This design comes from an exercise in tuning for small area and a short achievable clock period on the open sky130 flow, not from production work.
At most, simulation tests tie the RTL to the original design; equivalence was not proved.
Only the layout flow was run in run 6; the RTL was not checked for function there.
Power is estimated from default activity; no workload was simulated.

===== flow/config.mk =====
export PLATFORM = sky130hd
export DESIGN_NAME = TopModule
export DESIGN_NICKNAME = TopModule
export VERILOG_FILES = /design/flow/design.v
export SDC_FILE = /design/flow/constraint.sdc
export NUM_CORES = 4
export LEC_CHECK = 0
export ABC_AREA = 1
export CAP_MARGIN = 20
export CORE_MARGIN = 2
export CORE_UTILIZATION = 40
export PLACE_DENSITY = 0.75
export SETUP_SLACK_MARGIN = 2.6
export SLEW_MARGIN = 20

===== flow/constraint.sdc =====
create_clock -name core_clock -period 5.0 [get_ports {clk}]
set_input_delay 1.0000 -clock core_clock [delete_from_list [all_inputs] [get_ports {clk}]]
set_output_delay 1.0000 -clock core_clock [all_outputs]
set_load 0.01 [all_outputs]

===== flow/design.v =====
`timescale 1ns / 1ps
module TopModule( input logic clk, input logic reset,
                  input logic prevMem, nextMem, executeSwitch, executeMem,
                  input logic [15:0] switchInstruction, output logic [15:0] memInst,
                  output logic [7:0] dispData, output logic [3:0] dispAddr,
                  output logic [4:0] pc, output logic halted);
    logic [4:0]  pcr;
    logic [3:0]  ac;
    logic [7:0]  rf [15:0];
    logic [7:0]  dm [15:0];
    logic [15:0] mi;
    logic [7:0]  dd;
    logic        hlt, rf_we, dm_we, is_add, is_br, sfb, sfc, t4;
    logic [3:0]  wa;
    logic [7:0]  opb, opc;
    localparam logic [159:0] ROMW = {16'h0FFF, 16'hA500, 16'h4224, 16'h4FF0, 16'hA921,
                                     16'h3401, 16'h3F00, 16'h3200, 16'h2011, 16'h2000};
    function automatic logic [15:0] romf(input logic [4:0] a);
        logic [9:0] wl;
        logic       stp;
        stp = a[4] || (a[3] && (a[2] || a[1]));
        for (int k = 0; k < 10; k++) wl[k] = (a[3:0] == k) && !a[4];
        for (int j = 0; j < 16; j++) begin
            romf[j] = stp && ((16'hE000 >> j) & 1);
            for (int k = 0; k < 10; k++) romf[j] = romf[j] || (wl[k] && ROMW[k*16+j]);
        end
    endfunction
    wire [7:0] p = opb ^ opc;
    wire g0 = p[0] ? 1'b0 : opb[0];
    logic [7:0] g1, p1, g2, p2, g3;
    always_comb begin
        for (int i = 0; i < 8; i++) begin
            if (i >= 2)       begin g1[i] = p[i] ? opb[i-1] : opb[i]; p1[i] = p[i] & p[i-1]; end
            else if (i == 1)  begin g1[i] = p[i] ? g0       : opb[i]; p1[i] = 1'b0; end
            else              begin g1[i] = g0;                       p1[i] = 1'b0; end
        end
        for (int i = 0; i < 8; i++) begin
            if (i >= 2) begin g2[i] = p1[i] ? g1[i-2] : g1[i]; p2[i] = p1[i] & p1[i-2]; end
            else        begin g2[i] = g1[i];                   p2[i] = 1'b0; end
        end
        for (int i = 0; i < 8; i++) begin
            if (i >= 4) g3[i] = p2[i] ? g2[i-4] : g2[i];
            else        g3[i] = g2[i];
        end
    end
    wire [7:0] sum = p ^ {g3[6:0], 1'b0};
    wire taken = is_br && (p == 8'b0);
    wire [7:0] rf_wdata = is_add ? sum : opc;
    wire [7:0] dm_wdata = opc;
    logic [15:0] dwa, rf_en, dm_en;
    always_comb
        for (int i = 0; i < 16; i++) begin
            dwa[i]   = (wa == i);
            rf_en[i] = rf_we && dwa[i];
            dm_en[i] = dm_we && dwa[i];
        end
    always_ff @(posedge clk, posedge reset)
        if (reset) begin
            for (int i = 0; i < 16; i++) rf[i] <= 8'b0;
        end else begin
            for (int i = 0; i < 16; i++) if (rf_en[i]) rf[i] <= rf_wdata;
        end
    always_ff @(posedge clk, posedge reset)
        if (reset) begin
            for (int i = 0; i < 16; i++) dm[i] <= 8'b0;
        end else begin
            for (int i = 0; i < 16; i++) if (dm_en[i]) dm[i] <= dm_wdata;
        end
    wire ir_load = !nextMem && !prevMem && !hlt;
    function automatic logic [13:0] decode(input logic [15:0] w);
        logic [2:0] op;
        op = w[15:13];
        decode = {(op == 3'b001) || (op == 3'b010),
                  (op == 3'b000),
                  (op == 3'b010),
                  (op == 3'b101),
                  (op == 3'b111),
                  (op == 3'b010) && (w[11:8] == w[7:4]),
                  (op == 3'b010) && (w[11:8] == w[3:0]),
                  w[12],
                  (op == 3'b000 || op == 3'b001) &&  w[12],
                  (op == 3'b001) && !w[12],
                  ((op == 3'b000 || op == 3'b001) && !w[12]) ? w[7:4] : w[11:8]};
    endfunction
    wire [15:0] sw = switchInstruction;
    wire [13:0] dsw  = decode(sw);
    wire [13:0] dmi  = decode(mi);
    wire [13:0] dnew = executeSwitch ? dsw : executeMem ? dmi : decode(16'hC000);
    wire dsw_imm = dsw[5], dsw_ld = dsw[4];
    wire dmi_imm = dmi[5], dmi_ld = dmi[4];
    logic [15:0] sb, sc;
    always_comb
        for (int i = 0; i < 16; i++) begin
            sb[i] = (sw[7:4] == i);
            sc[i] = (sw[3:0] == i);
        end
    logic [7:0] rb_sw, rc_sw, mc_sw;
    always_comb begin
        rb_sw = 8'b0; rc_sw = 8'b0; mc_sw = 8'b0;
        for (int i = 0; i < 16; i++) begin
            rb_sw = rb_sw | (rf[i] & {8{sb[i]}});
            rc_sw = rc_sw | (rf[i] & {8{sc[i]}});
            mc_sw = mc_sw | (dm[i] & {8{sc[i]}});
        end
    end
    logic [7:0] rb_mi, rc_mi;
    always_comb begin
        case (mi[7:4])
            4'd1:    rb_mi = rf[1];
            4'd2:    rb_mi = rf[2];
            4'd15:   rb_mi = rf[15];
            default: rb_mi = rf[0];
        endcase
        if (dmi_ld)
            rc_mi = (mi[3:0] == 4'd1) ? dm[1] : dm[0];
        else
            case (mi[3:0])
                4'd1:    rc_mi = rf[1];
                4'd4:    rc_mi = rf[4];
                4'd15:   rc_mi = rf[15];
                default: rc_mi = rf[0];
            endcase
    end
    wire sel_sw  = ir_load &&  executeSwitch;
    wire sel_mi  = ir_load && !executeSwitch &&  executeMem;
    wire sel_nop = ir_load && !executeSwitch && !executeMem;
    wire [7:0] b_base = sel_sw ? rb_sw : sel_mi ? rb_mi : sel_nop ? rf[0] : opb;
    wire       b_fr   = sel_sw  ? rf_we && (wa == sw[7:4]) :
                        sel_mi  ? rf_we && (wa == mi[7:4]) :
                        sel_nop ? rf_we && (wa == 4'd0) : sfb;
    wire [7:0] c_base = sel_sw ? (dsw_imm ? sw[7:0] : dsw_ld ? mc_sw : rc_sw) :
                        sel_mi ? (dmi_imm ? mi[7:0] : rc_mi) :
                        sel_nop ? rf[0] : opc;
    wire       c_fr   = sel_sw  ? !dsw_imm && !dsw_ld && rf_we && (wa == sw[3:0]) :
                        sel_mi  ? !dmi_imm && !dmi_ld && rf_we && (wa == mi[3:0]) :
                        sel_nop ? rf_we && (wa == 4'd0) : sfc;
    wire       c_fd   = sel_sw  ? dsw_ld && dm_we && (wa == sw[3:0]) :
                        sel_mi  ? dmi_ld && dm_we && (wa == mi[3:0]) : 1'b0;
    wire [7:0] opb_next = b_fr ? rf_wdata : b_base;
    wire [7:0] opc_next = c_fr ? rf_wdata : c_fd ? dm_wdata : c_base;
    always_ff @(posedge clk, posedge reset)
        if (reset) begin
            {rf_we, dm_we, is_add, is_br, hlt, sfb, sfc, t4} <= 8'b0;
            wa  <= 4'b0;
        end else if (ir_load) begin
            {rf_we, dm_we, is_add, is_br, hlt, sfb, sfc, t4} <= dnew[13:6];
            wa     <= dnew[3:0];
        end
    always_ff @(posedge clk, posedge reset)
        if (reset) begin
            opb <= 8'b0;
            opc <= 8'b0;
        end else begin
            opb <= opb_next;
            opc <= opc_next;
        end
    logic [15:0] dac, dpm;
    always_comb
        for (int i = 0; i < 16; i++) dac[i] = (ac == i);
    always_comb
        for (int i = 0; i < 16; i++)
            dpm[i] = nextMem ? dac[(i + 15) % 16] : dac[(i + 1) % 16];
    logic [7:0] dm_pm;
    always_comb begin
        dm_pm = 8'b0;
        for (int i = 0; i < 16; i++)
            dm_pm = dm_pm | (dm[i] & {8{dpm[i]}});
    end
    wire [3:0] ac_pm = nextMem ? ac + 4'd1 : ac - 4'd1;
    wire fwd_pm = dm_we && (wa == ac_pm);
    wire fwd_st = dm_we && (wa == ac);
    wire [7:0] dd_next = (nextMem || prevMem) ? (fwd_pm ? dm_wdata : dm_pm)
                                             : (fwd_st ? dm_wdata : dd);
    always_ff @(posedge clk, posedge reset)
        if (reset) begin
            ac <= 4'b0;
            dd <= 8'b0;
        end else begin
            if (nextMem || prevMem) ac <= ac_pm;
            dd <= dd_next;
        end
    wire [4:0]  t       = {t4, wa};
    wire [4:0]  pc_inc  = pcr + 5'd1;
    wire        inc     = executeMem && !hlt;
    wire [4:0] pc_next = taken ? t : inc ? pc_inc : pcr;
    always_ff @(posedge clk, posedge reset)
        if (reset) begin
            pcr <= 5'b0;
            mi  <= romf(5'd0);
        end else begin
            pcr <= pc_next;
            mi  <= romf(pc_next);
        end
    assign memInst  = mi;
    assign dispData = dd;
    assign dispAddr = ac;
    assign pc       = pcr;
    assign halted   = hlt;
endmodule

===== flow/run.sh =====
#!/bin/bash
# synth_recipe.tcl (not shown) runs the flow's synth.tcl, then flattens the netlist and writes it again
# the make line also repeats each setting of config.mk as NAME=value (left out here)
make -C /OpenROAD-flow-scripts/flow DESIGN_CONFIG=/design/flow/config.mk WORK_HOME=/design/flow/orfs CLKGATE_MAP_FILE= SYNTH_SCRIPT=/design/flow/synth_recipe.tcl finish

==> metrics.md, run 1 <==
| Metric | Value |
|---|---|
| Number of remaining DRC errors | `0` |
| Fmax | `401 MHz` |
| Reg2reg end | `dm[6][2]` |
| Yosys warning count | `3` |
| Worst-path cell chain | `clkdlybuf4s15_2 > inv_2 > nor2_1 > nand2_2 > inv_1 > nand2_1 > o2111ai_1 > nor2_1 > nand3_1 > nand3_1 > nand3_1` |
| RSZ-0062 raised after global routing | `true` |
| Slowest CP cell | `nor2_1` |
| Initial DRC count | `3115` |
| Distinct cells, synth | `54` |
| Most used cell, CP | `nand3_1` |
| H-tree Lvls | `2` |
| Pwr Density | `281 nW/um^2` |
| Area share of the largest cell type after synthesis | `0.423` |
| Die Ht | `220 um` |
| Via count | `20.4k` |
| Cell area after layout | `22200 um^2` |
| Slew headroom | `0.447` |
| Maxcap violations | `0` |
| Pre-CTS setup slack | `906 ps` |
| R2R cell count | `6` |
| Register area share after synthesis | `0.424` |
| Placed insts | `3231` |
| Part of the cycle the worst path needs | `0.498` |
| Final Util | `0.488` |
| Cells after Synth | `2662` |
| CTS sink cnt | `315` |
| CTS tree | `yes` |
| M1 GR Usage | `0.486` |
| Layout Cells excl Fill | `3379` |
| Layout cell share with drive strength beyond 1 | `0.138` |
| CP Capture Type | `flop` |
| Status | `finished clean` |
| CTS buffer count | `37` |
| Cell area after synthesis | `18600 um^2` |
| WL per Instance | `25.3 um` |
| Clock Skews | `24.9 ps` |
| Fill cells | `4503` |
| HP Class | `flop to flop` |
| Nets@finish | `2778` |
| First-pass DRT Iterations | `7` |
| Critical R2R Launch | `wa[1]` |
| R2R setup slack | `2550 ps` |
| Detail Route Antenna Nets | `0` |
| # IOs | `56` |
| Final worst slack | `2510 ps` |
| Reg area | `7920 um^2` |
| Post-synth top flop | `dfrtp_1` |
| Worst setup path endpoint | `opb[7]` |
| Syn nets | `2690` |
| Async set or reset register ratio after synthesis | `1.00` |
| Drt via density | `6.04` |
| Global Route met2 Usage | `0.485` |
| Routability cong. | `1.10` |
| Worst-path fanout max | `7` |
| Leak Pwr | `9.94 nW` |
| GRT Residual Overflow | `0` |
| Endpoints failing hold | `0` |
| Die Area | `48200 um^2` |
| Die width | `220 um` |
| First-pass GRT wire length | `124000 um` |
| Worst-skew pair later-pin latency | `580 ps` |
| Number of cells on the critical path | `11` |
| Most used routing layer | `met1` |
| Crit start category | `input port` |
| Peak supply drop | `0.210 mV` |
| Number of flops mapped to enable cells by yosys | `0` |
| Worst path required time | `5450 ps` |
| Total wire length | `85400 um` |
| Core area | `45600 um^2` |
| Buf+Inv Stages, Crit Path | `3` |
| Bufs on Longest Clock Path | `3` |
| Initial antenna violation count | `1` |
| Area Overhead vs Synth | `19.6%` |
| Row count | `78` |
| Buffers on Ports | `55` |
| Vias in the first global route | `18.8k` |
| Post-synthesis register bit count | `315` |
| Worst-Margin Slew | `827 ps` |
| Placed Area | `19600 um^2` |
| Clk root buf | `clkbuf_16` |
| Hpwl dp | `62800 um` |
| CP delay by family, top | `simple AND/OR/NAND/NOR gates` |
| Top post-synthesis cells by area | `dfrtp_1 42%, nand2_1 18%, o21ai_0 9.6%` |
| Max incr delay on CP | `300 ps` |
| Multi-input combinational cell area | `9790 um^2` |
| Tot Pwr | `0.00626 W` |
| GR Layer Usage met3 | `0.108` |
| Finish-stage setup viols | `0` |
| Starting density of the core | `0.408` |
| Fin crit period | `2490 ps` |
| Final Max Tran Viols | `0` |
| Cell taking the most area after synthesis | `dfrtp_1` |
| CP arrival | `2940 ps` |
| GRT Total Usage | `0.353` |
| Clk pin slew, worst setup/hold paths | `60 ps` |
| Largest net degree at the start of global routing | `99` |
| Worst Path Class, Setup | `input port to flop` |
| CP Launch Point | `switchInstruction[6]` |
| Syn avg cell area | `6.98 um^2` |
## how the worst min path moves through the flow
stage	cells past startpoint	end	start	slack [ps]
floorplan	2	t4	t4	450
global placement	2	dm[13][0]	dm[13][0]	470
detailed placement	2	rf[1][4]	rf[1][4]	470
finish	2	dm[9][1]	dm[9][1]	490
global route	2	rf[1][0]	rf[1][0]	510
CTS	2	rf[1][4]	rf[1][4]	490
## cell type report
| type | count | share of cell area |
|---|---|---|
| Inverter | 295 | 0.0524 |
| Sequential cell | 315 | 0.356 |
| Timing Repair Buffer | 148 | 0.0613 |
| Clock buffer | 51 | 0.0468 |
| Timing Repair inverter | 1 | 0.000225 |
| Tap cell | 600 | 0.0338 |
| Multi-Input combinational cell | 1952 | 0.440 |
| Antenna cell | 2 | 0.000225 |
| Clock inverter | 15 | 0.00872 |
## routing by layer
metal | part of all wire | routed length, um
met5 | 0.00016 | 14
met2 | 0.40 | 34000
met1 | 0.41 | 34700
met4 | 0.068 | 5790
met3 | 0.13 | 10900
## worst min-delay path, stage by stage, from the launching register on
cell and delay (ps):
dfrtp_1 350, nand2_1 50, o21ai_0 60
## cells by family (layout without fill, tap and decap cells)
group,count (synthesis),after routing,share of synthesized area
simple gates,1318,1318,0.293
compound gates,599,599,0.182
buf+inv,395,510,0.0830
flops,315,315,0.424
xor+xnor,29,29,0.0137
fa+ha+maj,6,6,0.00404
other cells,0,2,0
## Yosys cell counts, drive strengths merged, types with 2 or more instances
cell / instances
a211oi: 13
a21o: 2
a21oi: 60
a22o: 3
a22oi: 6
buf: 37
clkbuf: 63
clkinv: 2
dfrtp: 314
ha: 6
inv: 293
nand2: 885
nand3: 127
nand3b: 2
nand4: 40
nor2: 249
nor3: 10
nor4: 2
o2111a: 2
o2111ai: 10
o211ai: 18
o21a: 2
o21ai: 375
o221ai: 8
o22ai: 89
o2bb2ai: 7
or2: 2
xnor2: 7
xor2: 22
## sequential cells by signal (all words and copies together) (netlist names)
name / count
wa: 4
sfb: 1
ac: 4
dm: 128
dd: 8
opb: 8
is_br: 1
t4: 1
mi: 14
pcr: 5
rf: 128
hlt: 1
rf_we: 1
is_add: 1
sfc: 1
opc: 8
dm_we: 1
## metrics by stage
step	hold slack, ps	setup TNS, ps
after floorplan	450	-61560
after global placement	466	0
after detailed placement	473	0
after CTS	488	0
after global routing	507	0
final	489	0
## repair_timing
action,in CTS,in global routing
gates cloned,2,0
gates resized for setup,220,106
pin swaps,16,30
hold buffers,0,0
setup endpoints to repair,274,147
setup buffers,48,30
## power by group
| part | switching (W) | internal [W] | total (W) | leakage (nW) |
|---|---|---|---|---|
| Sequential | 0.0000280 | 0.00258 | 0.00261 | 4.25 |
| Combinational | 0.000569 | 0.000231 | 0.000801 | 5.09 |
| Clock | 0.00117 | 0.00167 | 0.00284 | 0.597 |
| Total | 0.00177 | 0.00449 | 0.00626 | 9.94 |
## cell usage in the layout, fill, tap and decap left out, drive strengths merged, types with 6 or more instances in the layout
cell type        n
nand3          127
o22ai           89
inv            286
a21oi           60
o211ai          18
clkinvlp        13
nand4           40
xor2            22
ha               6
dlygate4sd2     36
o2111ai         10
a22oi            6
buf             96
nand2          885
clkdlybuf4s50    8
nor2           249
a211oi          13
o2bb2ai          7
xnor2            7
clkbuf          55
nor3            10
dfrtp          314
o21ai          375
o221ai           8
clkinv           8
==> run 2: changes to the inputs <==
--- a/flow/design.v
+++ b/flow/design.v
@@ -126,16 +126,27 @@
     wire sel_nop = ir_load && !executeSwitch && !executeMem;
-    wire [7:0] b_base = sel_sw ? rb_sw : sel_mi ? rb_mi : sel_nop ? rf[0] : opb;
-    wire       b_fr   = sel_sw  ? rf_we && (wa == sw[7:4]) :
-                        sel_mi  ? rf_we && (wa == mi[7:4]) :
-                        sel_nop ? rf_we && (wa == 4'd0) : sfb;
-    wire [7:0] c_base = sel_sw ? (dsw_imm ? sw[7:0] : dsw_ld ? mc_sw : rc_sw) :
-                        sel_mi ? (dmi_imm ? mi[7:0] : rc_mi) :
-                        sel_nop ? rf[0] : opc;
-    wire       c_fr   = sel_sw  ? !dsw_imm && !dsw_ld && rf_we && (wa == sw[3:0]) :
-                        sel_mi  ? !dmi_imm && !dmi_ld && rf_we && (wa == mi[3:0]) :
-                        sel_nop ? rf_we && (wa == 4'd0) : sfc;
-    wire       c_fd   = sel_sw  ? dsw_ld && dm_we && (wa == sw[3:0]) :
-                        sel_mi  ? dmi_ld && dm_we && (wa == mi[3:0]) : 1'b0;
-    wire [7:0] opb_next = b_fr ? rf_wdata : b_base;
-    wire [7:0] opc_next = c_fr ? rf_wdata : c_fd ? dm_wdata : c_base;
+    wire hold    = !ir_load;
+    wire fb_sw  = rf_we && (wa == sw[7:4]);
+    wire fb_mi  = rf_we && (wa == mi[7:4]);
+    wire f0     = rf_we && (wa == 4'd0);
+    wire fc_sw  = dsw_ld ? dm_we && (wa == sw[3:0]) : rf_we && (wa == sw[3:0]);
+    wire fc_mi  = dmi_ld ? dm_we && (wa == mi[3:0]) : rf_we && (wa == mi[3:0]);
+    wire b_sw = sel_sw  && !fb_sw;
+    wire b_mi = sel_mi  && !fb_mi;
+    wire b_0  = sel_nop && !f0;
+    wire b_st = hold    && !sfb;
+    wire b_fr = (sel_sw && fb_sw) || (sel_mi && fb_mi) || (sel_nop && f0) || (hold && sfb);
+    wire c_swi = sel_sw && dsw_imm;
+    wire c_swm = sel_sw && dsw_ld && !fc_sw;
+    wire c_swr = sel_sw && !dsw_imm && !dsw_ld && !fc_sw;
+    wire c_mii = sel_mi && dmi_imm;
+    wire c_mir = sel_mi && !dmi_imm && !fc_mi;
+    wire c_0   = sel_nop && !f0;
+    wire c_st  = (hold && !sfc) || (sel_sw && dsw_ld && fc_sw) || (sel_mi && dmi_ld && fc_mi);
+    wire c_fr  = (sel_sw && !dsw_imm && !dsw_ld && fc_sw) || (sel_mi && !dmi_imm && !dmi_ld && fc_mi) ||
+                 (sel_nop && f0) || (hold && sfc);
+    wire [7:0] opb_next = (rb_sw    & {8{b_sw}}) | (rb_mi & {8{b_mi}}) | (rf[0] & {8{b_0}}) |
+                          (opb      & {8{b_st}}) | (rf_wdata & {8{b_fr}});
+    wire [7:0] opc_next = (sw[7:0]  & {8{c_swi}}) | (mc_sw & {8{c_swm}}) | (rc_sw & {8{c_swr}}) |
+                          (mi[7:0]  & {8{c_mii}}) | (rc_mi & {8{c_mir}}) | (rf[0] & {8{c_0}}) |
+                          (opc      & {8{c_st}})  | (rf_wdata & {8{c_fr}});
     always_ff @(posedge clk, posedge reset)
--- a/flow/config.mk
+++ b/flow/config.mk
@@ -11,3 +11,2 @@
 export CORE_UTILIZATION = 40
-export PLACE_DENSITY = 0.75
 export SETUP_SLACK_MARGIN = 2.6
==> run 2 against run 1 <==
  * Critical path depth shrank 3
  * Sequential share of layout area up 0.13 points
  * Synthesized cell count rose by 3.9%
  * Clock skew increased by 8.6 ps
  * Worst setup slack improved by 100 ps
  * Still clean on timing, DRC and antenna
  * Via count up 0.96%
  * Register-to-register slack improved by 100 ps
  * Combinational power down 2%
  * Largest power group unchanged
  * Utilization decreased by 1.0 points
  * Synthesized area is 1.1% higher
  * Routed wire length up 14%
==> metrics.md, run 2 <==
| Metric | Value |
|---|---|
| Bufs on Longest Clock Path | `3 (unchanged)` |
| Worst min-delay path endpoint | `rf[4][4]` |
| Placed insts | `3358 (+3.9%)` |
| Crit start category | `input port` |
| WL per Instance | `28.0 um (+11%)` |
| Clock Skews | `33.5 ps (+8.62 ps)` |
| Worst Path Class, Setup | `input port to flop` |
| Die Area | `48700 um^2 (+1.1%)` |
| Fill cells | `4826 (+7.2%)` |
| Clk root buf | `clkbuf_16` |
| CTS sink cnt | `315 (unchanged)` |
| Peak supply drop | `0.244 mV (+16%)` |
| Drt via density | `5.94 (-1.6%)` |
| Post-synth top flop | `dfrtp_1` |
| Post-CTS Hold Buffers | `0 (unchanged)` |
| Initial DRC count | `2517 (-19%)` |
| Area share of the largest cell type after synthesis | `0.418 (-0.00459)` |
| Yosys warning count | `3 (unchanged)` |
| GRT Total Usage | `0.398 (+0.0450)` |
| Critical R2R Launch | `ac[0]` |
| Cell taking the most area after synthesis | `dfrtp_1` |
| Total wire length | `97200 um (+14%)` |
| CTS tree | `yes` |
| Via count | `20.6k (+0.96%)` |
| Post-synthesis register bit count | `315 (unchanged)` |
| Register area share after synthesis | `0.420 (-0.00461)` |
| HP Class | `flop to flop` |
| First-pass DRT Iterations | `8 (+1)` |
| Endpoints failing hold | `0 (unchanged)` |
| Reg2reg end | `dd[4]` |
| Worst-path fanout max | `8 (+1)` |
| Most common cell after layout, fill and taps aside | `nand2_1` |
| R2R cell count | `13 (+7)` |
| Layout Cells excl Fill | `3468 (+2.6%)` |
| Top post-synthesis cells by area | `dfrtp_1 42%, nand2_1 21%, o21ai_0 8.9%` |
| Die width | `221 um (+0.54%)` |
| Most frequent cells in the layout | `986 x nand2_1, 318 x o21ai_0, 282 x dfrtp_1, 229 x inv_1, 223 x nor2_1` |
| First-pass GRT wire length | `138000 um (+11%)` |
| Most common library cells after synthesis | `1030 x nand2_1, 334 x o21ai_0, 314 x dfrtp_1, 255 x nor2_1, 249 x inv_1` |
| Pwr Density | `283 nW/um^2 (+0.68%)` |
| Final Max Tran Viols | `0 (unchanged)` |
| GRT Residual Overflow | `0 (unchanged)` |
| Initial antenna violation count | `5 (+4)` |
| R2R setup slack | `2650 ps (+100 ps)` |
| Fin crit period | `2390 ps (-103 ps)` |
| Core area | `46500 um^2 (+1.9%)` |
| Hold path depth | `2 (unchanged)` |
| Cell area after layout | `22200 um^2 (-0.22%)` |
| Cell area after synthesis | `18800 um^2 (+1.1%)` |
| Finish-stage setup viols | `0 (unchanged)` |
| Routability cong. | `1.10 (+0.46%)` |
| Maxcap violations | `0 (unchanged)` |
| Multi-input combinational cell area | `10000 um^2 (+2.6%)` |
| Cells after Synth | `2765 (+3.9%)` |
| Row count | `79 (+1.3%)` |
| Clk pin slew, worst setup/hold paths | `60 ps (about the same)` |
| Nets@finish | `2861 (+3.0%)` |
| Vias in the first global route | `19.3k (+2.4%)` |
| Distinct cells, synth | `52 (-3.7%)` |
| Slew headroom | `0.391 (-0.0564)` |
| Final hold slack | `484 ps (-4.45 ps)` |
| Detail Route Antenna Nets | `0 (unchanged)` |
| Leak Pwr | `10.3 nW (+3.9%)` |
| Hpwl dp | `73400 um (+17%)` |
| CTS buffer count | `40 (+8.1%)` |
| H-tree Lvls | `2 (unchanged)` |
| Placed Area | `19900 um^2 (+1.4%)` |
| Most frequent cell after synthesis | `nand2_1` |
| Fmax | `419 MHz (+4.3%)` |
| Reg area | `7930 um^2 (+0.13%)` |
| # IOs | `56 (unchanged)` |
| Syn avg cell area | `6.79 um^2 (-2.7%)` |
| Number of flops mapped to enable cells by yosys | `0 (unchanged)` |
| Layout cell share with drive strength beyond 1 | `0.132 (-0.00605)` |
| Number of remaining DRC errors | `0 (unchanged)` |
| Worst path required time | `5510 ps (+60 ps)` |
| Part of the cycle the worst path needs | `0.478 (-0.0207)` |
| Area Overhead vs Synth | `18.1%` |
| Syn nets | `2794 (+3.9%)` |
| Starting density of the core | `0.404 (-0.00334)` |
| RSZ-0062 raised after global routing | `true` |
| Async set or reset register ratio after synthesis | `1.00 (unchanged)` |
| Worst-Margin Slew | `914 ps (+86.3 ps)` |
| Status | `finished clean` |
| Final Util | `0.477 (-0.0103)` |
| Largest regs | `dm x128, rf x128, mi x14` |
| Largest net degree at the start of global routing | `95 (-4.0%)` |
| Buffers on Ports | `55 (unchanged)` |
| CP Capture Type | `flop` |
| Die Ht | `221 um (+0.54%)` |
| Source of the worst hold timing path | `rf[4][4]` |
| Worst-skew pair later-pin latency | `600 ps (+20 ps)` |
| CP arrival | `2900 ps (-40 ps)` |
## run 2: timing repair
action / in CTS / in global routing
setup buffers: 25 / 13
setup endpoints to repair: 257 / 128
pin swaps: 17 / 25
gates resized for setup: 209 / 114
gates cloned: 1 / 0
## run 2: how the worst max path moves through the flow
stage / start / endpoint / slack (ps) / depth (start not counted)
final: switchInstruction[5] / opb[0] / 2610 / 8
after global routing: wa[1] / dm[6][2] / 2560 / 6
after CTS: prevMem / opc[4] / 2550 / 12
after detailed placement: nextMem / dd[6] / 1210 / 8
after global placement: nextMem / opc[7] / 1170 / 12
after floorplan: reset / ac[0] / -200 / 1
## run 2: logic make-up (layout without fill, tap and decap cells)
kind of cell / after synthesis / in the layout / share of synthesized area
AO/OA/AOI/OAI: 496 / 496 / 0.144
flip-flops: 315 / 315 / 0.420
AND/OR/NAND/NOR: 1558 / 1558 / 0.343
adder cells (fa/ha/maj): 7 / 7 / 0.00466
other: 0 / 2 / 0
XOR/XNOR: 21 / 21 / 0.00979
buffers and inverters: 366 / 460 / 0.0780
multiplexers: 2 / 2 / 0.00107
## run 2: cell type report
class,count,area share
antenna,2,0.000226
clock buffer,58,0.0522
clock inverter,11,0.00654
inverter,272,0.0500
multi-input combinational,2084,0.453
sequential,315,0.357
tap,607,0.0342
timing repair buffer,118,0.0462
timing repair inverter,1,0.000226
## run 2: worst max-delay path, stage by stage
cell and delay (ps):
clkdlybuf4s15_2 290, nor2_2 350, nand2_1 320, o21ai_0 470, nor2_1 80, nand4_1 140, o21ai_0 140, nand3_1 110
## run 2: power breakdown
part           switching [W]  internal, W
combinational       0.000556     0.000225
clock                0.00121      0.00171
sequential         0.0000111      0.00257
## run 2: layer usage
layer  track usage  share of wire  up-vias
met2         0.626           0.45     1281
li1              -              -     9062
met3        0.0598          0.083      367
met1         0.514           0.39     9879
met4         0.250          0.074        2
met5             0        0.00011        -
## run 2: metrics by stage
stage / power (W) / worst slack (ps) / TNS (ps)
2_1_floorplan: 0.00301 / -196 / -61560
3_3_place_gp: 0.00327 / 1170 / 0
3_5_place_dp: 0.00327 / 1210 / 0
4_1_cts: 0.00622 / 2550 / 0
5_1_grt: 0.00646 / 2560 / 0
6_report: 0.00629 / 2610 / 0
==> run 3: changes to the inputs <==
--- a/flow/config.mk
+++ b/flow/config.mk
@@ -11,3 +11,4 @@
 export CORE_UTILIZATION = 40
-export SETUP_SLACK_MARGIN = 2.6
+export PLACE_DENSITY = 0.75
+export SETUP_SLACK_MARGIN = 3.0
 export SLEW_MARGIN = 20
==> run 3 against run 2 <==
  * Critical path type is now flop to flop
  * Sequential share of layout area fell by 4.4 points
  * Sequential cell count unchanged
  * Final cell count grew 3.9%
  * Synthesized cell count unchanged
  * Utilization increased by 6.7 points
  * Clock power down 7.5%
  * Synthesized area unchanged
  * Via count is 7.2% higher
  * First-iteration DRC count up 36%
  * Maximum frequency increased by 5.8%
  * Highest routed layer unchanged
  * Worst setup slack gained 130 ps
==> metrics.md, run 3 <==
| Metric | Value |
|---|---|
| Status | `finished clean` |
| Reg2reg end | `dd[0]` |
| Bufs on Longest Clock Path | `3 (unchanged)` |
| Worst path required time | `5520 ps (about the same)` |
| Cell taking the most area after synthesis | `dfrtp_1` |
| Starting density of the core | `0.404 (unchanged)` |
| Main combinational cell family by area after synthesis | `simple AND/OR/NAND/NOR gates` |
| Area share of the largest cell type after synthesis | `0.418 (unchanged)` |
| H-tree Lvls | `2 (unchanged)` |
| Worst Path Class, Setup | `flop to flop` |
| Top post-synthesis cells by area | `dfrtp_1 42%, nand2_1 21%, o21ai_0 8.9%` |
| Distinct cells, synth | `52 (unchanged)` |
| Hpwl dp | `65800 um (-10%)` |
| Simple-gate share of the synthesized area | `0.343 (unchanged)` |
| Worst-path cell chain | `buf_6 > buf_6 > inv_8 > buf_12 > ha_4 > nand2_2 > o21ai_4 > xor2_1 > nand2_1 > nand2_1 > inv_2 > nand2_4 > nand2_8 > inv_8 > o21ai_1 > nand2_1` |
| Synth Area in Compound Gates | `0.144 (unchanged)` |
| Post-synthesis adder-cell area fraction | `0.00466 (unchanged)` |
| Switching Share | `0.298 (+0.0154)` |
| Clk root buf | `clkbuf_16` |
| CP arrival | `2780 ps (-120 ps)` |
| Crit start category | `flop` |
| Source of the worst hold timing path | `rf[9][7]` |
| Combinational Power Share | `0.196 (+0.072)` |
| Post-Synth XOR/XNOR Area | `0.00979 (unchanged)` |
| # IOs | `56 (unchanged)` |
| Most used cell, CP | `nand2_1` |
| Final worst slack | `2740 ps (+131 ps)` |
| M1 GR Usage | `0.474 (-0.0401)` |
| Worst min-delay path endpoint | `rf[9][7]` |
| Layout cell share with drive strength beyond 1 | `0.266 (+0.134)` |
| Core area | `46500 um^2 (unchanged)` |
| Finish-stage setup viols | `0 (unchanged)` |
| Die width | `221 um (unchanged)` |
| Final Util | `0.544 (+0.0666)` |
| Most frequent cells in the layout | `893 x nand2_1, 284 x dfrtp_1, 283 x o21ai_0, 200 x inv_1, 180 x nor2_1` |
| Async set or reset register ratio after synthesis | `1.00 (unchanged)` |
| Cells after Synth | `2765 (unchanged)` |
| CTS tree | `yes` |
| Critical R2R Launch | `ac[0]` |
| Pre-CTS setup slack | `1430 ps (+216 ps)` |
| Worst-Margin Slew | `907 ps (-7.10 ps)` |
| Die Ht | `221 um (unchanged)` |
| WL per Instance | `26.9 um (-3.9%)` |
| Multiplexer share of the synthesized area | `0.00107 (unchanged)` |
| Slew headroom | `0.395 (+0.00407)` |
| Clk pin slew, worst setup/hold paths | `60 ps (about the same)` |
| Fmax | `443 MHz (+5.8%)` |
| GRT Total Usage | `0.374 (-0.0240)` |
| Clock share of power | `0.410 (-0.055)` |
| GR Layer Usage met3 | `0.101 (+0.0408)` |
| R2R setup slack | `2740 ps (+90 ps)` |
| Die Area | `48700 um^2 (unchanged)` |
| Peak supply drop | `0.362 mV (+48%)` |
| Nets@finish | `2999 (+4.8%)` |
| Most used routing layer | `met2` |
| CTS buffer count | `36 (-10%)` |
| R2R cell count | `16 (+3)` |
| Number of flops mapped to enable cells by yosys | `0 (unchanged)` |
| Vias in the first global route | `20.3k (+5.1%)` |
| RSZ-0062 raised after global routing | `true` |
| Buf+Inv Stages, Crit Path | `6 (+5)` |
| Register area share after synthesis | `0.420 (unchanged)` |
| Number of cells on the critical path | `16 (+8)` |
| Most common library cells after synthesis | `1030 x nand2_1, 334 x o21ai_0, 314 x dfrtp_1, 255 x nor2_1, 249 x inv_1` |
| Most frequent cell after synthesis | `nand2_1` |
| CP Capture Type | `flop` |
| First-pass GRT wire length | `133000 um (-3.7%)` |
| Number of remaining DRC errors | `0 (unchanged)` |
| Pwr Density | `260 nW/um^2 (-8.1%)` |
| Total wire length | `97100 um (-0.11%)` |
| HP Class | `flop to flop` |
| CP delay by family, top | `buffers and inverters` |
| Slowest CP cell | `dfrtp_2` |
| Largest regs | `dm x128, rf x128, mi x14` |
| Area Overhead vs Synth | `34.5%` |
| Post-synthesis register bit count | `315 (unchanged)` |
| Initial antenna violation count | `5 (unchanged)` |
| Max incr delay on CP | `430 ps (-40 ps)` |
| Syn avg cell area | `6.79 um^2 (unchanged)` |
| Via count | `22.1k (+7.2%)` |
| Register share of total power | `0.394 (-0.017)` |
| GRT Residual Overflow | `0 (unchanged)` |
| Hold path depth | `2 (unchanged)` |
| Leak Pwr | `11.6 nW (+12%)` |
| Yosys warning count | `3 (unchanged)` |
| Cell area after synthesis | `18800 um^2 (unchanged)` |
| Detail Route Antenna Nets | `0 (unchanged)` |
| Buffers on Ports | `55 (unchanged)` |
| Most common cell after layout, fill and taps aside | `nand2_1` |
| Internal power | `0.00462 W (+2.4%)` |
| Switch Pwr | `0.00196 W (+10%)` |
| First-pass DRT Iterations | `8 (unchanged)` |
| Routability cong. | `1.14 (+3.3%)` |
| Part of the cycle the worst path needs | `0.452 (-0.0262)` |
| Initial DRC count | `3418 (+36%)` |
| Worst-path fanout max | `8 (unchanged)` |
| Maxcap violations | `0 (unchanged)` |
| Largest net degree at the start of global routing | `97 (+2.1%)` |
| Worst-skew pair later-pin latency | `590 ps (about the same)` |
| Final Max Tran Viols | `0 (unchanged)` |
| Global Route met2 Usage | `0.562 (-0.0639)` |
| Post-synth top flop | `dfrtp_1` |
| Setup TNS | `0 ps (unchanged)` |
| Drt via density | `6.13 (+3.2%)` |
| Clock Skews | `25.3 ps (-8.14 ps)` |
| Row count | `79 (unchanged)` |
| CTS sink cnt | `315 (unchanged)` |
| Syn nets | `2794 (unchanged)` |
| Endpoints failing hold | `0 (unchanged)` |
| Fin crit period | `2260 ps (-131 ps)` |
==> run 3: cell counts after synthesis <==
Identical to the previous run, type by type.
==> run 3: layout make-up <==
cell class / count / area (um^2)
Multi-Input combinational cell: 2087 / 11600
Tap cell: 607 / 759
Antenna cell: 3 / 7.51
Fill cell: 4221 / 21200
Clock buffer: 49 / 1040
Clock inverter: 12 / 125
Inverter: 272 / 1240
Timing Repair Buffer: 258 / 2540
Sequential cell: 315 / 7930
==> run 3: worst min-delay path: stages, from the launching register on <==
cell	delay (ps)
dfrtp_1	340
nand2_1	50
nand2_1	60
==> run 3: how the worst max path moves through the flow <==
stage,start,to,slack [ps]
after floorplan,reset,ac[0],-200
after global placement,switchInstruction[3],opc[6],1200
after detailed placement,nextMem,dd[0],1430
after global routing,ac[0],dd[0],2680
after CTS,mi[13],memInst[13],2740
final,ac[0],dd[0],2740
==> run 3: power groups by stage <==
stage / clock (W) / sequential, W / combinational (W)
detailed placement: 0 / 0.00266 / 0.000612
floorplan: 0 / 0.00264 / 0.000416
global route: 0.00281 / 0.00259 / 0.00133
CTS: 0.00269 / 0.00258 / 0.000896
finish: 0.00270 / 0.00259 / 0.00129
global placement: 0 / 0.00266 / 0.000613
==> run 3: per-layer routing <==
metal  wire length, um  share of wire
met1             34600           0.36
met2             41100           0.42
met3             12600           0.13
met4              8660          0.089
met5                27        0.00028
==> run 3: timing repair <==
item                       in CTS  in global routing
setup endpoints to repair     324                234
buffers inserted               93                 77
pin swaps                      74                132
gates resized for setup       551                359
hold buffers                    0                  0
cloned                          2                  9
==> run 3: per-stage QoR <==
step	hold WS [ps]	total power (W)	cells	cell area (um^2)
after floorplan	449	0.00306	2765	19100
after global placement	465	0.00328	3357	20100
after detailed placement	466	0.00328	3358	20100
after CTS	481	0.00618	3514	23200
after global routing	489	0.00673	3600	25300
final	482	0.00658	3603	25300
==> run 3: kinds of logic (layout without fill, tap and decap cells) <==
logic type      after synthesis  after routing
xor+xnor                     21             21
other cells                   0              3
simple gates               1558           1561
buf+inv                     366            591
compound gates              496            496
flops                       315            315
mux                           2              2
fa+ha+maj                     7              7
==> run 4: changes to the inputs <==
--- a/flow/config.mk
+++ b/flow/config.mk
@@ -12,3 +12,3 @@
 export PLACE_DENSITY = 0.75
-export SETUP_SLACK_MARGIN = 3.0
+export SETUP_SLACK_MARGIN = 2.8
 export SLEW_MARGIN = 20
==> run 4 against run 3 <==
  * Sequential power barely moved
  * Synthesized cell count did not move
  * Critical path depth fell by 4
  * Final cell count fell by 2.4%
  * Maximum frequency fell by 2.2%
  * Utilization fell by 5.3 points
  * Combinational power fell by 27%
  * Sequential cell count did not move
  * Die area did not move
  * Clock-buffer cell count rose by 3
  * Worst setup slack got worse by 51 ps
  * Sequential share of layout area rose by 3.3 points
  * Critical endpoint is now opc[1]
  * Highest routed layer unchanged
==> metrics.md, run 4 <==
| Metric | Value |
|---|---|
| Bufs on Longest Clock Path | `3 (unchanged)` |
| Drt via density | `5.84 (-4.7%)` |
| Internal power | `0.00458 W (-0.80%)` |
| WL per Instance | `25.5 um (-5.2%)` |
| HP Class | `flop to flop` |
| Post-synthesis register bit count | `315 (unchanged)` |
| Slowest CP cell | `nor2_1` |
| GRT Residual Overflow | `0 (unchanged)` |
| Post-CTS Hold Buffers | `0 (unchanged)` |
| R2R cell count | `9 (-7)` |
| Hpwl dp | `65700 um (-0.13%)` |
| Initial antenna violation count | `3 (-2)` |
| Largest regs | `dm x128, rf x128, mi x14` |
| Final worst slack | `2690 ps (-50.7 ps)` |
| Initial DRC count | `2846 (-17%)` |
| Worst path required time | `5460 ps (-60 ps)` |
| Die Ht | `221 um (unchanged)` |
| Slew headroom | `0.315 (-0.0798)` |
| Setup TNS | `0 ps (unchanged)` |
| Syn avg cell area | `6.79 um^2 (unchanged)` |
| H-tree Lvls | `2 (unchanged)` |
| Die width | `221 um (unchanged)` |
| Switching Share | `0.284 (-0.0138)` |
| Cell taking the most area after synthesis | `dfrtp_1` |
| Fin crit period | `2310 ps (+50.7 ps)` |
| Clock share of power | `0.449 (+0.039)` |
| Layout cell share with drive strength beyond 1 | `0.178 (-0.0881)` |
| Clk root buf | `clkbuf_16` |
| Yosys warning count | `3 (unchanged)` |
| Number of flops mapped to enable cells by yosys | `0 (unchanged)` |
| Part of the cycle the worst path needs | `0.462 (+0.0101)` |
| Most common cell after layout, fill and taps aside | `nand2_1` |
| Die Area | `48700 um^2 (unchanged)` |
| Register share of total power | `0.404 (+0.010)` |
| Cells after Synth | `2765 (unchanged)` |
| Number of remaining DRC errors | `0 (unchanged)` |
| Buffers on Ports | `55 (unchanged)` |
| Worst Path Class, Setup | `input port to flop` |
| Distinct cells, synth | `52 (unchanged)` |
| Final Util | `0.491 (-0.0529)` |
| Async set or reset register ratio after synthesis | `1.00 (unchanged)` |
| Finish-stage setup viols | `0 (unchanged)` |
| Largest net degree at the start of global routing | `92 (-5.2%)` |
| Syn nets | `2794 (unchanged)` |
| Combinational Power Share | `0.148 (-0.048)` |
| First-pass GRT wire length | `129000 um (-2.7%)` |
| Pwr Density | `281 nW/um^2 (+7.8%)` |
| Endpoints failing hold | `0 (unchanged)` |
| Clk pin slew, worst setup/hold paths | `60 ps (about the same)` |
| Source of the worst hold timing path | `rf[13][1]` |
| Starting density of the core | `0.404 (unchanged)` |
| CTS buffer count | `38 (+5.6%)` |
| Area share of the largest cell type after synthesis | `0.418 (unchanged)` |
| Switch Pwr | `0.00182 W (-7.2%)` |
| CTS sink cnt | `315 (unchanged)` |
| Area Overhead vs Synth | `21.4%` |
| Detail Route Antenna Nets | `0 (unchanged)` |
| RSZ-0062 raised after global routing | `true` |
| Worst min-delay path endpoint | `rf[13][1]` |
| First-pass DRT Iterations | `8 (unchanged)` |
| Most used cell, CP | `nor2_1` |
| CTS tree | `yes` |
| Pre-CTS setup slack | `1280 ps (-151 ps)` |
| Total wire length | `89700 um (-7.5%)` |
| # IOs | `56 (unchanged)` |
| R2R setup slack | `2770 ps (+30 ps)` |
| Most frequent cell after synthesis | `nand2_1` |
| Worst-skew pair later-pin latency | `580 ps (about the same)` |
| Via count | `20.5k (-7.0%)` |
| Maxcap violations | `0 (unchanged)` |
| Peak supply drop | `0.312 mV (-14%)` |
| Hold path depth | `2 (unchanged)` |
| Worst-path cell chain | `clkbuf_4 > inv_2 > nand2_2 > inv_1 > nand2_2 > o21ai_0 > nor2_1 > nand2_1 > nor2_1 > nor2_1 > nor2_1 > nand3_1` |
| Critical R2R Launch | `wa[2]` |
| Cell area after synthesis | `18800 um^2 (unchanged)` |
| Register area share after synthesis | `0.420 (unchanged)` |
| Final Max Tran Viols | `0 (unchanged)` |
| Max incr delay on CP | `240 ps (-190 ps)` |
| Reg2reg end | `opb[3]` |
| Row count | `79 (unchanged)` |
| Status | `finished clean` |
| Most common library cells after synthesis | `1030 x nand2_1, 334 x o21ai_0, 314 x dfrtp_1, 255 x nor2_1, 249 x inv_1` |
| Worst-Margin Slew | `1020 ps (+118 ps)` |
| Fmax | `433 MHz (-2.2%)` |
| Post-synth top flop | `dfrtp_1` |
| Most frequent cells in the layout | `955 x nand2_1, 316 x o21ai_0, 292 x dfrtp_1, 223 x inv_1, 206 x nor2_1` |
| Vias in the first global route | `19.5k (-3.8%)` |
| Top post-synthesis cells by area | `dfrtp_1 42%, nand2_1 21%, o21ai_0 8.9%` |
| GRT Total Usage | `0.366 (-0.00849)` |
| Clock Skews | `29.9 ps (+4.57 ps)` |
| Worst-path fanout max | `6 (-2)` |
| Core area | `46500 um^2 (unchanged)` |
| Nets@finish | `2907 (-3.1%)` |
| Leak Pwr | `10.7 nW (-7.7%)` |
| CP arrival | `2770 ps (about the same)` |
| Routability cong. | `1.12 (-2.0%)` |
| Crit start category | `input port` |
| Tot Pwr | `0.00640 W (-2.7%)` |
| CP Capture Type | `flop` |
## run 4: cell counts after synthesis
No cell type changed its count.
## run 4: kinds of logic (layout without fill, tap and decap cells)
| kind of cell | count (synthesis) | count (layout) | synth area share |
|---|---|---|---|
| flops | 315 | 315 | 0.420 |
| compound gates | 496 | 496 | 0.144 |
| xor+xnor | 21 | 21 | 0.00979 |
| fa+ha+maj | 7 | 7 | 0.00466 |
| other cells | 0 | 1 | 0 |
| buf+inv | 366 | 505 | 0.0780 |
| simple gates | 1558 | 1561 | 0.343 |
| mux | 2 | 2 | 0.00107 |
## run 4: layer usage
| metal | up-vias | global-route usage | part of all wire | routed length (um) |
|---|---|---|---|---|
| li1 | 9171 | - | - | - |
| met1 | 9648 | 0.471 | 0.38 | 34500 |
| met2 | 1322 | 0.557 | 0.43 | 38700 |
| met3 | 384 | 0.0818 | 0.11 | 9650 |
| met4 | 4 | 0.229 | 0.076 | 6860 |
| met5 | - | 0 | 0.00042 | 38 |
## run 4: cell type report
cell class / instances / area [um^2]
Inverter: 272 / 1130
Fill cell: 4678 / 23600
Clock inverter: 17 / 188
Tap cell: 607 / 759
Multi-Input combinational cell: 2087 / 10400
Antenna cell: 1 / 2.50
Timing Repair Buffer: 164 / 1290
Sequential cell: 315 / 7920
Clock buffer: 52 / 1080
## run 4: how the worst max path moves through the flow
stage                                     from          end  slack (ps)
after floorplan                          reset        ac[0]        -200
after CTS                               mi[13]  memInst[13]        2720
after global placement    switchInstruction[1]       opc[7]        1140
after global routing                     wa[3]       opb[3]        2690
final                     switchInstruction[3]       opc[1]        2690
after detailed placement               nextMem       opb[4]        1280
## run 4: worst max-delay path: cells and delay by family
kind / cells / cell delay, ps
AOI/OAI and AO/OA: 1 / 110
and+or+nand+nor: 8 / 1210
buffers and inverters: 3 / 420
## run 4: stage by stage
stage | cell area, um^2 | hold slack, ps | cells
after floorplan | 18900 | 449 | 2765
after global placement | 20000 | 463 | 3355
after detailed placement | 20000 | 473 | 3355
after CTS | 21900 | 488 | 3472
after global routing | 22800 | 510 | 3514
final | 22800 | 484 | 3515
## run 4: timing repair
action                     CTS  global route
gates resized for setup    325           182
cloned                       1             2
setup buffers               47            40
setup endpoints to repair  265           181
pin swaps                   29            40
## run 4: power by group through the flow
stage	sequential (W)	combinational [W]	clock (W)
floorplan	0.00264	0.000382	0
global placement	0.00267	0.000582	0
detailed placement	0.00266	0.000585	0
CTS	0.00258	0.000703	0.00289
global route	0.00258	0.00100	0.00299
finish	0.00258	0.000945	0.00287
==> run 5: changes to the inputs <==
==> flow/flow/run.sh (new file) <==
#!/bin/bash
set -euo pipefail
bash standard.sh synth > synth.log 2>&1
bash standard.sh SETUP_SLACK_MARGIN=3.0 floorplan place cts > place_cts.log 2>&1
bash standard.sh SETUP_SLACK_MARGIN=2.6 finish > route_finish.log 2>&1
==> flow/standard.sh (new file) <==
#!/bin/bash
# synth_recipe.tcl (not shown) runs the flow's synth.tcl, then flattens the netlist and writes it again
# the make line also repeats each setting of config.mk as NAME=value (left out here)
make -C /OpenROAD-flow-scripts/flow DESIGN_CONFIG=/design/flow/config.mk WORK_HOME=/design/flow/orfs CLKGATE_MAP_FILE= SYNTH_SCRIPT=/design/flow/synth_recipe.tcl "${@:-finish}"
--- a/flow/config.mk
+++ b/flow/config.mk
@@ -12,3 +12,3 @@
 export PLACE_DENSITY = 0.75
-export SETUP_SLACK_MARGIN = 2.8
+export SETUP_SLACK_MARGIN = 2.6
 export SLEW_MARGIN = 20
removed: flow/run.sh
==> run 5 against run 4 <==
  * Die area stayed put
  * Maximum frequency rose by 1.6%
  * Combinational power fell by 1%
  * Utilization grew 0.76 points
  * Largest power group unchanged
==> metrics.md, run 5 <==
| Metric | Value |
|---|---|
| Status | `finished clean` |
| Largest net degree at the start of global routing | `97 (+5.4%)` |
| Most common cell after layout, fill and taps aside | `nand2_1` |
| CP arrival | `1270 ps (-1500 ps)` |
| Clk root buf | `clkbuf_16` |
| Cell taking the most area after synthesis | `dfrtp_1` |
| Number of flops mapped to enable cells by yosys | `0 (unchanged)` |
| HP Class | `flop to flop` |
| Syn nets | `2794 (unchanged)` |
| Most frequent cells in the layout | `946 x nand2_1, 313 x o21ai_0, 287 x dfrtp_1, 217 x inv_1, 208 x nor2_1` |
| R2R cell count | `13 (+4)` |
| Cell area after synthesis | `18800 um^2 (unchanged)` |
| Internal power | `0.00445 W (-3.0%)` |
| Register share of total power | `0.417 (+0.013)` |
| Buf+Inv Stages, Crit Path | `1 (-2)` |
| Syn avg cell area | `6.79 um^2 (unchanged)` |
| Part of the cycle the worst path needs | `0.454 (-0.00727)` |
| Post-synthesis register bit count | `315 (unchanged)` |
| Die Ht | `221 um (unchanged)` |
| RSZ-0062 raised after global routing | `false` |
| Initial antenna violation count | `3 (unchanged)` |
| Final hold slack | `481 ps (-2.95 ps)` |
| Final Max Tran Viols | `0 (unchanged)` |
| Distinct cells, synth | `52 (unchanged)` |
| Yosys warning count | `3 (unchanged)` |
| Async set or reset register ratio after synthesis | `1.00 (unchanged)` |
| Fin crit period | `2270 ps (-36.4 ps)` |
| Switching Share | `0.283 (-0.00132)` |
| Leak Pwr | `10.7 nW (+0.48%)` |
| Max incr delay on CP | `580 ps (+340 ps)` |
| Pwr Density | `268 nW/um^2 (-4.6%)` |
| Setup TNS | `0 ps (unchanged)` |
| Most common library cells after synthesis | `1030 x nand2_1, 334 x o21ai_0, 314 x dfrtp_1, 255 x nor2_1, 249 x inv_1` |
| Die Area | `48700 um^2 (unchanged)` |
| Total wire length | `90200 um (+0.53%)` |
| Nets@finish | `2913 (+0.21%)` |
| # IOs | `56 (unchanged)` |
| Clock Skews | `24.8 ps (-5.09 ps)` |
| Worst-path cell chain | `buf_6` |
| Post-synth top flop | `dfrtp_1` |
| Slew headroom | `0.224 (-0.0908)` |
| Placed Area | `20100 um^2 (+0.81%)` |
| First-pass GRT wire length | `133000 um (+2.8%)` |
| Worst-path fanout max | `2 (-4)` |
| Most frequent cell after synthesis | `nand2_1` |
| Via count | `21.0k (+2.2%)` |
| Fmax | `440 MHz (+1.6%)` |
| Global Route met2 Usage | `0.562 (+0.00531)` |
| CP Capture Type | `output port` |
| Largest regs | `dm x128, rf x128, mi x14` |
| CP delay by family, top | `flip-flops` |
| CTS buffer count | `36 (-5.3%)` |
| Endpoints failing hold | `0 (unchanged)` |
| Core area | `46500 um^2 (unchanged)` |
| Layout cell share with drive strength beyond 1 | `0.187 (+0.00929)` |
| Combinational Power Share | `0.150 (+0.002)` |
| Maxcap violations | `0 (unchanged)` |
| Hold path depth | `2 (unchanged)` |
| Worst-Margin Slew | `1160 ps (+136 ps)` |
| Area share of the largest cell type after synthesis | `0.418 (unchanged)` |
| Tot Pwr | `0.00620 W (-3.2%)` |
| Row count | `79 (unchanged)` |
| CTS sink cnt | `315 (unchanged)` |
| Drt via density | `5.97 (+2.2%)` |
| Register area share after synthesis | `0.420 (unchanged)` |
| Routability cong. | `1.14 (+2.0%)` |
| Bufs on Longest Clock Path | `3 (unchanged)` |
| Initial DRC count | `3127 (+9.9%)` |
| Area Overhead vs Synth | `23.3%` |
| Reg area | `7920 um^2 (about the same)` |
| Crit start category | `flop` |
| Clk pin slew, worst setup/hold paths | `50 ps (about the same)` |
| First-pass DRT Iterations | `8 (unchanged)` |
| M1 GR Usage | `0.474 (+0.00296)` |
| Finish-stage setup viols | `0 (unchanged)` |
| Worst path required time | `4000 ps (-1460 ps)` |
| Vias in the first global route | `20.3k (+3.9%)` |
| Switch Pwr | `0.00175 W (-3.6%)` |
| Post-CTS Hold Buffers | `0 (unchanged)` |
| Most used routing layer | `met2` |
| Top post-synthesis cells by area | `dfrtp_1 42%, nand2_1 21%, o21ai_0 8.9%` |
| Number of remaining DRC errors | `0 (unchanged)` |
| Buffers on Ports | `55 (unchanged)` |
| Worst-skew pair later-pin latency | `590 ps (about the same)` |
| GRT Total Usage | `0.374 (+0.00849)` |
| Worst Path Class, Setup | `flop to output port` |
| Fill cells | `4570 (-2.3%)` |
| Detail Route Antenna Nets | `0 (unchanged)` |
| Clock share of power | `0.432 (-0.017)` |
| Cells after Synth | `2765 (unchanged)` |
| Ant diodes | `0 (-1)` |
| GR Layer Usage met3 | `0.101 (+0.0188)` |
| H-tree Lvls | `2 (unchanged)` |
| Cell area after layout | `23200 um^2 (+1.6%)` |
| Starting density of the core | `0.404 (unchanged)` |
| GRT Residual Overflow | `0 (unchanged)` |
| Slowest CP cell | `dfstp_2` |
| WL per Instance | `25.7 um (+0.56%)` |
| Peak supply drop | `0.354 mV (+13%)` |
| Die width | `221 um (unchanged)` |
| CTS tree | `yes` |
| Multi-input combinational cell area | `10600 um^2 (+1.4%)` |
| Number of cells on the critical path | `1 (-11)` |
| Hpwl dp | `65800 um (+0.13%)` |
run 5: cell counts after synthesis:
No cell type changed its count.
run 5: what timing repair did:
action                     in CTS  in global routing
buffers inserted               93                  0
setup endpoints to repair     324                  0
resized for setup             551                  0
run 5: path summary, 6_finish.rpt:
path                       startpoint     endpoint  slack [ps]
hold / removal               rf[6][7]     rf[6][7]         480
min in group asynchronous       reset        dd[1]         840
setup / recovery               mi[13]  memInst[13]        2730
hold reg to reg              rf[6][7]     rf[6][7]         480
max in group asynchronous       reset    dm[12][2]        3240
setup reg to reg                ac[0]        dd[6]        2750
run 5: area by class of cell:
| type | instances | area share |
|---|---|---|
| inverters | 272 | 0.0502 |
| multi-input cells | 2086 | 0.457 |
| repair buffers | 173 | 0.0678 |
| flip-flops and latches | 315 | 0.342 |
| clock inverters | 12 | 0.00540 |
| well taps | 607 | 0.0328 |
| clock buffers | 49 | 0.0449 |
run 5: stage by stage:
step	cells	utilization	setup WS [ps]
2_1_floorplan	2765	-	-196
3_3_place_gp	3357	0.433	1200
3_5_place_dp	3358	0.433	1430
4_1_cts	3514	0.499	2740
5_1_grt	3514	0.499	2660
6_report	3514	0.499	2730
run 5: power groups by stage:
stage                     Combinational [W]  Sequential, W  Clock (W)
final                              0.000931        0.00259    0.00268
after global routing               0.000983        0.00259    0.00281
after CTS                          0.000896        0.00258    0.00269
after detailed placement           0.000612        0.00266          0
after global placement             0.000613        0.00266          0
after floorplan                    0.000416        0.00264          0
run 5: logic make-up (layout without fill, tap and decap cells):
kind of cell	count (synthesis)	after routing	share of synthesized area
flip-flops	315	315	0.420
XOR/XNOR	21	21	0.00979
AO/OA/AOI/OAI	496	496	0.144
multiplexers	2	2	0.00107
adder cells (fa/ha/maj)	7	7	0.00466
buffers and inverters	366	506	0.0780
AND/OR/NAND/NOR	1558	1560	0.343
run 5: metal layers:
metal,wire (um),up-vias
met5,60,-
met4,7380,6
met3,10900,478
met2,38400,1522
met1,33500,9781
li1,-,9190
==> run 6: changes to the inputs <==
--- a/flow/design.v
+++ b/flow/design.v
@@ -182,4 +182,7 @@
     wire fwd_st = dm_we && (wa == ac);
-    wire [7:0] dd_next = (nextMem || prevMem) ? (fwd_pm ? dm_wdata : dm_pm)
-                                             : (fwd_st ? dm_wdata : dd);
+    wire mv   = nextMem || prevMem;
+    wire d_pm = mv && !fwd_pm;
+    wire d_f  = mv ? fwd_pm : fwd_st;
+    wire d_st = !mv && !fwd_st;
+    wire [7:0] dd_next = (dm_pm & {8{d_pm}}) | (dm_wdata & {8{d_f}}) | (dd & {8{d_st}});
     always_ff @(posedge clk, posedge reset)
==> flow/run.sh (new file) <==
#!/bin/bash
# synth_recipe.tcl (not shown) runs the flow's synth.tcl, then flattens the netlist and writes it again
# the make line also repeats each setting of config.mk as NAME=value (left out here)
make -C /OpenROAD-flow-scripts/flow DESIGN_CONFIG=/design/flow/config.mk WORK_HOME=/design/flow/orfs CLKGATE_MAP_FILE= SYNTH_SCRIPT=/design/flow/synth_recipe.tcl finish
--- a/flow/config.mk
+++ b/flow/config.mk
@@ -11,3 +11,2 @@
 export CORE_UTILIZATION = 40
-export PLACE_DENSITY = 0.75
 export SETUP_SLACK_MARGIN = 2.6
removed: flow/flow/run.sh
removed: flow/standard.sh
==> run 6 against run 5 <==
  * Synthesized area is 0.49% higher
  * Hold slack worse by 0.91 ps
  * First-iteration DRC count decreased by 21%
  * Critical endpoint is now opc[6]
  * Largest cell class unchanged
  * Largest power group is now combinational logic
==> metrics.md, run 6 <==
| Metric | Value |
|---|---|
| Most used routing layer | `met2` |
| Maxcap violations | `0 (unchanged)` |
| Detail Route Antenna Nets | `0 (unchanged)` |
| M1 GR Usage | `0.494 (+0.0204)` |
| Most frequent cells in the layout | `971 x nand2_1, 326 x o21ai_0, 291 x dfrtp_1, 222 x inv_1, 203 x nor2_1` |
| Nets@finish | `2862 (-1.8%)` |
| CTS tree | `yes` |
| Crit start category | `input port` |
| Slowest CP cell | `nand4_1` |
| GRT Total Usage | `0.381 (+0.00709)` |
| Drt via density | `5.81 (-2.6%)` |
| Finish-stage setup viols | `0 (unchanged)` |
| Via count | `20.2k (-3.9%)` |
| Hpwl dp | `71400 um (+8.4%)` |
| First-pass GRT wire length | `136000 um (+2.3%)` |
| RSZ-0062 raised after global routing | `true` |
| Peak supply drop | `0.529 mV (+50%)` |
| Endpoints failing hold | `0 (unchanged)` |
| Buffers on Ports | `55 (unchanged)` |
| WL per Instance | `27.4 um (+6.5%)` |
| Hold path depth | `2 (unchanged)` |
| Worst min-delay path endpoint | `rf[10][7]` |
| Largest net degree at the start of global routing | `85 (-12%)` |
| Routability cong. | `1.05 (-8.1%)` |
| Most used cell, CP | `nand2_1` |
| Reg2reg end | `rf[11][2]` |
| Fin crit period | `2440 ps (+169 ps)` |
| # IOs | `56 (unchanged)` |
| Initial antenna violation count | `1 (-2)` |
| Clk pin slew, worst setup/hold paths | `70 ps (+20 ps)` |
| Bufs on Longest Clock Path | `3 (unchanged)` |
| Area share of the largest cell type after synthesis | `0.416 (-0.00205)` |
| GR Layer Usage met3 | `0.0649 (-0.0357)` |
| Part of the cycle the worst path needs | `0.488 (+0.0338)` |
| Largest regs | `dm x128, rf x128, mi x14` |
| Area Overhead vs Synth | `18.8%` |
| Die Ht | `221 um (+0.24%)` |
| R2R cell count | `8 (-5)` |
| Die Area | `49000 um^2 (+0.48%)` |
| Placed Area | `20100 um^2 (-0.42%)` |
| Final Util | `0.482 (-0.0170)` |
| CP Capture Type | `flop` |
| Cell area after layout | `22400 um^2 (-3.2%)` |
| Worst Path Class, Setup | `input port to flop` |
| Final worst slack | `2560 ps (-169 ps)` |
| Register area share after synthesis | `0.418 (-0.00206)` |
| Post-synthesis register bit count | `315 (unchanged)` |
| CP delay by family, top | `simple AND/OR/NAND/NOR gates` |
| GRT Residual Overflow | `0 (unchanged)` |
| CTS sink cnt | `315 (unchanged)` |
| Fill cells | `4828 (+5.6%)` |
| Distinct cells, synth | `50 (-3.8%)` |
| Source of the worst hold timing path | `rf[10][7]` |
| HP Class | `flop to flop` |
| Initial DRC count | `2476 (-21%)` |
| Async set or reset register ratio after synthesis | `1.00 (unchanged)` |
| Total wire length | `94900 um (+5.2%)` |
| Worst path required time | `5450 ps (+1450 ps)` |
| Placed insts | `3344 (-0.42%)` |
| Worst-path cell chain | `dlygate4sd2_1 > buf_6 > buf_4 > nor2_4 > buf_12 > nand2_8 > inv_1 > nand2_1 > nand2_1 > nor2_1 > nand4_1 > nand2_1 > nand3_1 > nor2_1 > nand2_1` |
| Most frequent cell after synthesis | `nand2_1` |
| Worst-Margin Slew | `1100 ps (-60.8 ps)` |
| Clk root buf | `clkbuf_16` |
| Max incr delay on CP | `230 ps (-350 ps)` |
| Worst-path fanout max | `13 (+11)` |
| Syn avg cell area | `6.88 um^2 (+1.3%)` |
| Fmax | `410 MHz (-6.9%)` |
| Most common library cells after synthesis | `1013 x nand2_1, 341 x o21ai_0, 314 x dfrtp_1, 240 x nor2_1, 235 x inv_1` |
| Post-CTS Hold Buffers | `0 (unchanged)` |
| CP arrival | `2890 ps (+1620 ps)` |
| Cell area after synthesis | `18900 um^2 (+0.49%)` |
| Clock Skews | `17.4 ps (-7.44 ps)` |
| Top post-synthesis cells by area | `dfrtp_1 42%, nand2_1 20%, o21ai_0 9.0%` |
| H-tree Lvls | `2 (unchanged)` |
| Worst-skew pair later-pin latency | `560 ps (-30 ps)` |
| Number of remaining DRC errors | `0 (unchanged)` |
| CTS buffer count | `39 (+8.3%)` |
| Pwr Density | `586 nW/um^2 (+120%)` |
| Leak Pwr | `10.9 nW (+0.99%)` |
| Cells after Synth | `2744 (-0.76%)` |
| Row count | `79 (unchanged)` |
| Starting density of the core | `0.406 (+0.00113)` |
| Global Route met2 Usage | `0.613 (+0.0504)` |
| Status | `finished clean` |
| Yosys warning count | `3 (unchanged)` |
| Post-synth top flop | `dfrtp_1` |
| Number of flops mapped to enable cells by yosys | `0 (unchanged)` |
| Syn nets | `2772 (-0.79%)` |
| Layout cell share with drive strength beyond 1 | `0.133 (-0.0536)` |
| Core area | `46600 um^2 (+0.21%)` |
| Cell taking the most area after synthesis | `dfrtp_1` |
| First-pass DRT Iterations | `6 (-2)` |
| R2R setup slack | `2610 ps (-140 ps)` |
| Most common cell after layout, fill and taps aside | `nand2_1` |
| Slew headroom | `0.265 (+0.0407)` |
| Die width | `221 um (+0.24%)` |
| Pre-CTS setup slack | `1070 ps (-361 ps)` |
| Vias in the first global route | `19.0k (-6.0%)` |
| Layout Cells excl Fill | `3468 (-1.3%)` |
| Critical R2R Launch | `wa[3]` |
| Buf+Inv Stages, Crit Path | `5 (+4)` |
| Final Max Tran Viols | `0 (unchanged)` |
## run 6: cell type report
type / count / area (um^2) / area share
Multi-Input combinational cell: 2075 / 10100 / 0.451
Sequential cell: 315 / 7910 / 0.353
Timing Repair Buffer: 142 / 1340 / 0.0598
Clock inverter: 12 / 135 / 0.00603
Clock buffer: 55 / 1110 / 0.0493
Tap cell: 607 / 759 / 0.0339
Antenna cell: 1 / 2.50 / 0.000112
Inverter: 261 / 1050 / 0.0467
## run 6: routing by layer
metal	share of wire	up-vias
li1	-	9081
met1	0.40	9705
met2	0.46	1111
met3	0.084	262
met4	0.060	0
met5	0	-
## run 6: metrics by stage
stage                     hold slack, ps  total power [W]  setup TNS [ps]
after detailed placement             466          0.00985               0
final                                480           0.0131               0
after floorplan                      449          0.00731          -61560
after global placement               465          0.00980               0
after global routing                 507           0.0137               0
after CTS                            482           0.0128               0
## run 6: what timing repair did
item	CTS	global route
buffers inserted	43	13
endpoints found under the setup margin	256	120
endpoints found under the hold margin	0	0
cloned	0	0
resized for setup	211	93
pin swaps	21	16
## run 6: worst max path at each step
stage | from | end | slack (ps) | cells after the start
5_1_grt | switchInstruction[2] | opc[6] | 2480 | 15
3_3_place_gp | switchInstruction[3] | opc[6] | 1060 | 10
3_5_place_dp | switchInstruction[3] | opc[6] | 1070 | 12
2_1_floorplan | reset | ac[0] | -200 | 1
4_1_cts | switchInstruction[3] | opc[6] | 2490 | 13
6_report | switchInstruction[2] | opc[6] | 2560 | 15
## run 6: power by group
group	internal, W	total, W	switching, W
clock	0.00165	0.00283	0.00119
combinational	0.00155	0.00551	0.00396
sequential	0.00358	0.00481	0.00123
total	0.00678	0.0131	0.00637
## run 6: logic make-up after synthesis
group,count (synthesis),share of synthesized area
muxes,8,0.00424
and+or+nand+nor,1542,0.344
xor gates and xnor gates,24,0.0111
DFF,315,0.418
buffers and inverters,354,0.0750
AOI/OAI and AO/OA,495,0.144
adders and majority gates,6,0.00398
## run 6: tightest hold or removal path: stages, from the launching register on
cell	delay, ps
dfrtp_1	340
nand2_1	50
nand2_1	50

## re-timing with driven ports
The flow's constraints put no driver on any port. The routed layouts listed below were extracted and timed again, unchanged, in two steps. Step 1: set_driving_cell puts a clkbuf_16 on clk and a buf_2 on each other input, an assumption about the parent block. Step 2 also shifts input and output timing later by t, the mid clock arrival at the registers, as if the neighbouring blocks saw the same clock. Slacks: ideal ports / drivers / drivers and shift; pairs: ideal ports / drivers.
run	t (ns)	setup slack, ns	worst hold slack (ns)	clock arrival spread, ns	worst register clock-pin slew, ns
run 1	0.632	2.508 / 2.549 / 1.917	0.489 / 0.489 / 0.489	0.025 / 0.026	0.07 / 0.07
run 2	0.641	2.611 / 2.596 / 2.009	0.484 / 0.484 / 0.484	0.036 / 0.037	0.06 / 0.06
run 3	0.639	2.742 / 2.681 / 2.243	0.482 / 0.482 / 0.482	0.025 / 0.026	0.07 / 0.07
run 4	0.625	2.691 / 2.662 / 2.097	0.484 / 0.484 / 0.484	0.031 / 0.030	0.07 / 0.07
run 5	0.635	2.728 / 2.668 / 2.229	0.481 / 0.481 / 0.481	0.025 / 0.025	0.07 / 0.07
run 6	0.617	2.558 / 2.580 / 1.973	0.480 / 0.480 / 0.480	0.023 / 0.024	0.07 / 0.07
After both steps every run listed still meets setup and hold. The setup slack of run 2, which loses most, moves by -0.015 ns with the drivers and by -0.602 ns with both steps.
